From an optimization exercise on the open Yosys and OpenROAD flow, aimed at small area; shortcuts taken in it are not production practice. Function was checked by simulation only, so behaviour that the tests miss may differ from the original. No activity file was given, so power comes from the tool's default toggle rates.

==> indigo: inputs <==
==> flow/design.v <==
module rf_aoi3 (input [2:0] s, input [2:0] d, output y_n);
assign y_n = ~|(s & d);
endmodule
module rf_nand2 (input s, input d, output y_n);
assign y_n = ~(s & d);
endmodule
module rf_or11 (input [10:0] a_n, output y);
assign y = ~&a_n;
endmodule
module rf_mux (input [31:1] sel, input [31*32-1:0] d, output [31:0] y);
genvar b, g;
generate
    for (b = 0; b < 32; b = b + 1) begin : bt
        wire [10:0] p_n;
        for (g = 0; g < 10; g = g + 1) begin : grp
            rf_aoi3 a (sel[3*g+1 +: 3],
                       {d[(3*g+2)*32 + b], d[(3*g+1)*32 + b], d[(3*g)*32 + b]},
                       p_n[g]);
        end
        rf_nand2 a31 (sel[31], d[30*32 + b], p_n[10]);
        rf_or11 o (p_n, y[b]);
    end
endgenerate
endmodule
module reg_file (
    input         clk,
    input         wr_en,
    input  [4:0]  rd_addr1, rd_addr2, wr_addr,
    input  [31:0] wr_data,
    output [31:0] rd_data1, rd_data2
);
wire [31:0] sel1 = 32'd1 << rd_addr1;
wire [31:0] sel2 = 32'd1 << rd_addr2;
wire [31:0] wsel = 32'd1 << wr_addr;
wire [31*32-1:0] regs;    
genvar i;
generate
    for (i = 1; i < 32; i = i + 1) begin : r
        reg [31:0] q;
        always @(posedge clk)
            if (wr_en & wsel[i]) q <= wr_data;
        assign regs[(i-1)*32 +: 32] = q;
    end
endgenerate
rf_mux m1 (sel1[31:1], regs, rd_data1);
rf_mux m2 (sel2[31:1], regs, rd_data2);
endmodule
module riscv_cpu (
    input clk, reset,
    output [31:0] PC,
    input  [31:0] Instr,
    output MemWrite,
    output [31:0] Mem_WrAddr, Mem_WrData,
    input  [31:0] ReadData,
    output [31:0] Result
);
wire [6:0] op     = Instr[6:0];
wire [2:0] funct3 = Instr[14:12];
wire is_load   = (op == 7'b0000011);
wire is_store  = (op == 7'b0100011);
wire is_op     = (op == 7'b0110011);
wire is_opimm  = (op == 7'b0010011);
wire is_branch = (op == 7'b1100011);
wire is_jalr   = (op == 7'b1100111);
wire is_jal    = (op == 7'b1101111);
wire is_auipc  = (op == 7'b0010111);
wire is_lui    = (op == 7'b0110111);
wire ld_ok = (funct3 == 3'b000) | (funct3 == 3'b001) | (funct3 == 3'b010) |
             (funct3 == 3'b100) | (funct3 == 3'b101);
wire st_ok = (funct3 == 3'b000) | (funct3 == 3'b001) | (funct3 == 3'b010);
wire is_alu   = is_op | is_opimm;
wire is_jump  = is_jal | is_jalr;
wire RegWrite = is_alu | is_jump | is_lui | is_auipc | (is_load & ld_ok);
assign MemWrite = is_store & st_ok;
wire [31:0] rs1, rs2;
reg_file rf (clk, RegWrite, Instr[19:15], Instr[24:20], Instr[11:7], Result, rs1, rs2);
wire [31:0] imm_is = {{21{Instr[31]}}, Instr[30:25],
                      is_store ? Instr[11:7] : Instr[24:20]};
wire [31:0] srcb = (is_op | is_branch) ? rs2 : imm_is;
wire sub = is_branch | (is_alu & (funct3[1] | (is_op & Instr[30] & ~funct3[2] & ~funct3[0])));
wire [32:0] s33 = {1'b0, rs1} + {1'b0, srcb ^ {32{sub}}} + {32'b0, sub};
wire [31:0] sum = s33[31:0];
wire        ltu = ~s33[32];
wire        lt  = (rs1[31] ^ srcb[31]) ? rs1[31] : s33[31];
wire [31:0] x   = rs1 ^ srcb;
wire        eq  = ~|x;
function [31:0] rev (input [31:0] v);
    integer j;
    for (j = 0; j < 32; j = j + 1) rev[j] = v[31-j];
endfunction
wire        sleft = ~funct3[2];
wire [31:0] sin   = sleft ? rev(rs1) : rs1;
wire [63:0] sx    = {{32{Instr[30] & rs1[31]}}, sin} >> srcb[4:0];
wire [31:0] sr    = sx[31:0];
reg [31:0] alu_out;
always @(*) begin
    case (funct3)
        3'b000:  alu_out = sum;
        3'b001:  alu_out = rev(sr);
        3'b010:  alu_out = {31'b0, lt};
        3'b011:  alu_out = {31'b0, ltu};
        3'b100:  alu_out = x;
        3'b101:  alu_out = sr;
        3'b110:  alu_out = rs1 | srcb;
        default: alu_out = rs1 & srcb;
    endcase
end
assign Mem_WrAddr = sum;
wire cmp   = funct3[2] ? (funct3[1] ? ltu : lt) : eq;
wire taken = cmp ^ funct3[0];
wire [31:0] pc4 = PC + 32'd4;
wire [31:0] uimm = {Instr[31:12], 12'b0};
wire [31:0] bimm = {{20{Instr[31]}}, Instr[7], Instr[30:25], Instr[11:8], 1'b0};
wire [31:0] jimm = {{12{Instr[31]}}, Instr[19:12], Instr[20], Instr[30:21], 1'b0};
wire [31:0] pcimm_b = is_branch ? bimm : (is_jal ? jimm : uimm);
wire [31:0] pcimm = PC + pcimm_b;
wire [31:0] pc_next = is_jalr ? sum :
                      (is_jal | (is_branch & taken)) ? pcimm : pc4;
reg [31:0] pc_q;
always @(posedge clk or posedge reset)
    if (reset) pc_q <= 32'b0;
    else       pc_q <= pc_next;
assign PC = pc_q;
wire        ld_sign = ~funct3[2] & (funct3[0] ? ReadData[15] : ReadData[7]);
wire [31:0] ldata = {funct3[1] ? ReadData[31:16] : {16{ld_sign}},
                     (funct3[1] | funct3[0]) ? ReadData[15:8] : {8{ld_sign}},
                     ReadData[7:0]};
assign Mem_WrData = {funct3[1] ? rs2[31:16] : {16{funct3[0] & rs2[15]}},
                     (funct3[1] | funct3[0]) ? rs2[15:8] : 8'b0,
                     rs2[7:0]};
assign Result = ({32{is_alu}}   & alu_out) |
                ({32{is_load}}  & ldata)   |
                ({32{is_jump}}  & pc4)     |
                ({32{is_lui}}   & uimm)    |
                ({32{is_auipc}} & pcimm);
endmodule
==> flow/run.sh <==
#!/bin/bash
# synth_recipe.tcl (not shown) runs the flow's synth.tcl, then flattens the netlist and writes it again
# the make line also repeats each setting of config.mk as NAME=value (left out here)
make -C /OpenROAD-flow-scripts/flow DESIGN_CONFIG=/design/flow/config.mk WORK_HOME=/design/flow/orfs CLKGATE_MAP_FILE= SYNTH_SCRIPT=/design/flow/synth_recipe.tcl finish
==> flow/config.mk <==
export PLATFORM = sky130hd
export DESIGN_NAME = riscv_cpu
export DESIGN_NICKNAME = riscv_cpu
export VERILOG_FILES = /design/flow/design.v
export SDC_FILE = /design/flow/constraint.sdc
export NUM_CORES = 4
export LEC_CHECK = 0
export CAP_MARGIN = 20
export CORE_MARGIN = 2
export CORE_UTILIZATION = 40
export SETUP_SLACK_MARGIN = 0.3
export SLEW_MARGIN = 20
export SYNTH_HIERARCHICAL = 1
==> flow/constraint.sdc <==
create_clock -name core_clock -period 13.0 [get_ports {clk}]
set_input_delay 2.6000 -clock core_clock [delete_from_list [all_inputs] [get_ports {clk}]]
set_output_delay 2.6000 -clock core_clock [all_outputs]
set_load 0.01 [all_outputs]
==> zinc: changes against indigo <==
==> flow/design.v, changed modules only <==
module rf_hold (input q, wd, we, we_n, output d);
assign d = (q & we_n) | (wd & we);
endmodule
module reg_file (
    input         clk,
    input         wr_en,
    input  [4:0]  rd_addr1, rd_addr2, wr_addr,
    input  [31:0] wr_data,
    output [31:0] rd_data1, rd_data2
);
wire [31:0] sel1 = 32'd1 << rd_addr1;
wire [31:0] sel2 = 32'd1 << rd_addr2;
wire [31:0] wsel = 32'd1 << wr_addr;
wire [31*32-1:0] regs;    
wire [31:0] we   = {32{wr_en}} & wsel;
wire [31:0] we_n = ~we;
genvar i, b;
generate
    for (i = 1; i < 32; i = i + 1) begin : r
        reg  [31:0] q;
        wire [31:0] d;
        for (b = 0; b < 32; b = b + 1) begin : h
            rf_hold hb (q[b], wr_data[b], we[i], we_n[i], d[b]);
        end
        always @(posedge clk)
            q <= d;
        assign regs[(i-1)*32 +: 32] = q;
    end
endgenerate
rf_mux m1 (sel1[31:1], regs, rd_data1);
rf_mux m2 (sel2[31:1], regs, rd_data2);
endmodule
module riscv_cpu (
    input clk, reset,
    output [31:0] PC,
    input  [31:0] Instr,
    output MemWrite,
    output [31:0] Mem_WrAddr, Mem_WrData,
    input  [31:0] ReadData,
    output [31:0] Result
);
wire [6:0] op     = Instr[6:0];
wire [2:0] funct3 = Instr[14:12];
wire is_load   = (op == 7'b0000011);
wire is_store  = (op == 7'b0100011);
wire is_op     = (op == 7'b0110011);
wire is_opimm  = (op == 7'b0010011);
wire is_branch = (op == 7'b1100011);
wire is_jalr   = (op == 7'b1100111);
wire is_jal    = (op == 7'b1101111);
wire is_auipc  = (op == 7'b0010111);
wire is_lui    = (op == 7'b0110111);
wire ld_ok = (funct3 == 3'b000) | (funct3 == 3'b001) | (funct3 == 3'b010) |
             (funct3 == 3'b100) | (funct3 == 3'b101);
wire st_ok = (funct3 == 3'b000) | (funct3 == 3'b001) | (funct3 == 3'b010);
wire is_alu   = is_op | is_opimm;
wire is_jump  = is_jal | is_jalr;
wire RegWrite = is_alu | is_jump | is_lui | is_auipc | (is_load & ld_ok);
assign MemWrite = is_store & st_ok;
wire [31:0] rs1, rs2;
reg_file rf (clk, RegWrite, Instr[19:15], Instr[24:20], Instr[11:7], Result, rs1, rs2);
wire [31:0] imm_is = {{21{Instr[31]}}, Instr[30:25],
                      is_store ? Instr[11:7] : Instr[24:20]};
wire [31:0] srcb = (is_op | is_branch) ? rs2 : imm_is;
wire sub = is_branch | (is_alu & ~funct3[2] & funct3[1]) |
           (is_op & Instr[30] & ~funct3[2] & ~funct3[1] & ~funct3[0]);
wire [32:0] s33 = {1'b0, rs1} + {1'b0, srcb ^ {32{sub}}} + {32'b0, sub};
wire [31:0] sum = s33[31:0];
wire        ltu = ~s33[32];
wire        lt  = (rs1[31] ^ srcb[31]) ? rs1[31] : s33[31];
wire [31:0] x   = rs1 ^ srcb;
wire        eq  = ~|x;
function [31:0] rev (input [31:0] v);
    integer j;
    for (j = 0; j < 32; j = j + 1) rev[j] = v[31-j];
endfunction
wire        sleft = ~funct3[2];
wire [31:0] sin   = sleft ? rev(rs1) : rs1;
wire [63:0] sx    = {{32{Instr[30] & rs1[31]}}, sin} >> srcb[4:0];
wire [31:0] sr    = sx[31:0];
assign Mem_WrAddr = sum;
wire cmp   = funct3[2] ? (funct3[1] ? ltu : lt) : eq;
wire taken = cmp ^ funct3[0];
wire [31:0] pc4 = PC + 32'd4;
wire [31:0] uimm = {Instr[31:12], 12'b0};
wire [31:0] bimm = {{20{Instr[31]}}, Instr[7], Instr[30:25], Instr[11:8], 1'b0};
wire [31:0] jimm = {{12{Instr[31]}}, Instr[19:12], Instr[20], Instr[30:21], 1'b0};
wire [31:0] pcimm_b = is_branch ? bimm : (is_jal ? jimm : uimm);
wire [31:0] pcimm = PC + pcimm_b;
wire [31:0] pc_next = is_jalr ? sum :
                      (is_jal | (is_branch & taken)) ? pcimm : pc4;
reg [31:0] pc_q;
always @(posedge clk or posedge reset)
    if (reset) pc_q <= 32'b0;
    else       pc_q <= pc_next;
assign PC = pc_q;
wire        ld_sign = ~funct3[2] & (funct3[0] ? ReadData[15] : ReadData[7]);
wire [31:0] ldata = {funct3[1] ? ReadData[31:16] : {16{ld_sign}},
                     (funct3[1] | funct3[0]) ? ReadData[15:8] : {8{ld_sign}},
                     ReadData[7:0]};
assign Mem_WrData = {funct3[1] ? rs2[31:16] : {16{funct3[0] & rs2[15]}},
                     (funct3[1] | funct3[0]) ? rs2[15:8] : 8'b0,
                     rs2[7:0]};
wire f000 = funct3 == 3'b000, f001 = funct3 == 3'b001, f010 = funct3 == 3'b010,
     f011 = funct3 == 3'b011, f100 = funct3 == 3'b100, f101 = funct3 == 3'b101,
     f110 = funct3 == 3'b110, f111 = funct3 == 3'b111;
assign Result = ({32{is_alu & f000}} & sum)      |
                ({32{is_alu & f001}} & rev(sr))  |
                ({32{is_alu & f010}} & {31'b0, lt})  |
                ({32{is_alu & f011}} & {31'b0, ltu}) |
                ({32{is_alu & f100}} & x)        |
                ({32{is_alu & f101}} & sr)       |
                ({32{is_alu & f110}} & (rs1 | srcb)) |
                ({32{is_alu & f111}} & (rs1 & srcb)) |
                ({32{is_load}}  & ldata)   |
                ({32{is_jump}}  & pc4)     |
                ({32{is_lui}}   & uimm)    |
                ({32{is_auipc}} & pcimm);
endmodule
==> flow/flow/run.sh (new file) <==
#!/bin/bash
# Own layout flow: the standard flow (standard.sh), with these changes:
#  - port buffers use buf_2 instead of the resizer's default pick,
#  - clock tree synthesis with clkbuf_8 only and without dummy loads.
# Each tool's full output goes to the ORFS logs under orfs/logs/, and
# standard.sh's own output to standard.log in this folder.
set -euo pipefail
cat >> config.mk <<'EOC'
export BUFFER_PORTS_ARGS = -buffer_cell sky130_fd_sc_hd__buf_2
export CTS_ARGS = -sink_clustering_enable -repair_clock_nets -buf_list sky130_fd_sc_hd__clkbuf_8 -dont_use_dummy_load -sink_clustering_size 16 -sink_clustering_max_diameter 60
EOC
bash standard.sh > standard.log 2>&1
==> flow/standard.sh (new file) <==
#!/bin/bash
# synth_recipe.tcl (not shown) runs the flow's synth.tcl, then flattens the netlist and writes it again
# the make line also repeats each setting of config.mk as NAME=value (left out here)
make -C /OpenROAD-flow-scripts/flow DESIGN_CONFIG=/design/flow/config.mk WORK_HOME=/design/flow/orfs CLKGATE_MAP_FILE= SYNTH_SCRIPT=/design/flow/synth_recipe.tcl "${@:-finish}"
Settings changed: BUFFER_PORTS_ARGS set to -buffer_cell sky130_fd_sc_hd__buf_2, CAP_MARGIN 20 to 10, CTS_ARGS set to -sink_clustering_enable -repair_clock_nets -buf_list sky130_fd_sc_hd__clkbuf_8 -dont_use_dummy_load -sink_clustering_size 16 -sink_clustering_max_diameter 60, SLEW_MARGIN 20 to 10.
removed: flow/run.sh
==> summary of the runs <==
Against zinc, the total power of indigo is larger by about 46%.
Count of clock-buffer cells in the layout: zinc is lower than indigo (31).
In indigo the via count is smaller than in zinc, by 15%.
In indigo the sequential power is higher than in zinc, by about 14%.
==> figures <==
                                                                     zinc      indigo
Result of the run                                   timing/DRC/antenna clean  timing/DRC/antenna clean
Worst hold slack across all endpoints                              0.5145 ns   0.5112 ns
Number of nets in the final layout                                      5352        4536
Detailed placer's ending HPWL                                       185.6 mm    169.3 mm
Transition at the pin with the smallest max-transition slack        1.310 ns    1.186 ns
Maximum number of pins on one net before global-route repair              58          45
Detailed-router iteration count before antenna repair                     14          13
Synthesized instance count                                              4769        3799
Achievable Freq                                                    79.87 MHz   79.01 MHz
Startpoint of the tightest hold check path                    rf.r[23].q[24]     pc_q[0]

==> re-timing with driven ports <==
Ports are ideal in the flow. The routed layouts listed here were re-timed in OpenROAD.
Step 1 (the two cells are an assumption about what drives the block):
set clk [get_ports {clk}]
set_driving_cell -lib_cell sky130_fd_sc_hd__clkbuf_16 $clk
set_driving_cell -lib_cell sky130_fd_sc_hd__buf_2 [delete_from_list [all_inputs] $clk]
Step 2, shift: input delay + t, output delay - t, t = (earliest + latest rising clock arrival at the registers) / 2. This alone moves slack from input paths to output paths.
Slacks: no drivers / after step 1 / after step 2; pairs: no drivers / after step 1.
run | t, ns | setup slack, ns | worst slew at a driven data input, ns
indigo | 0.799 | 0.343 / 0.315 / 0.315 | 0.09
zinc | 0.858 | 0.480 / 0.458 / 0.458 | 0.14
After both steps every run listed still meets setup and hold. For indigo, which loses most, drivers alone change the setup slack by -0.028 ns; drivers and shift together by -0.028 ns.
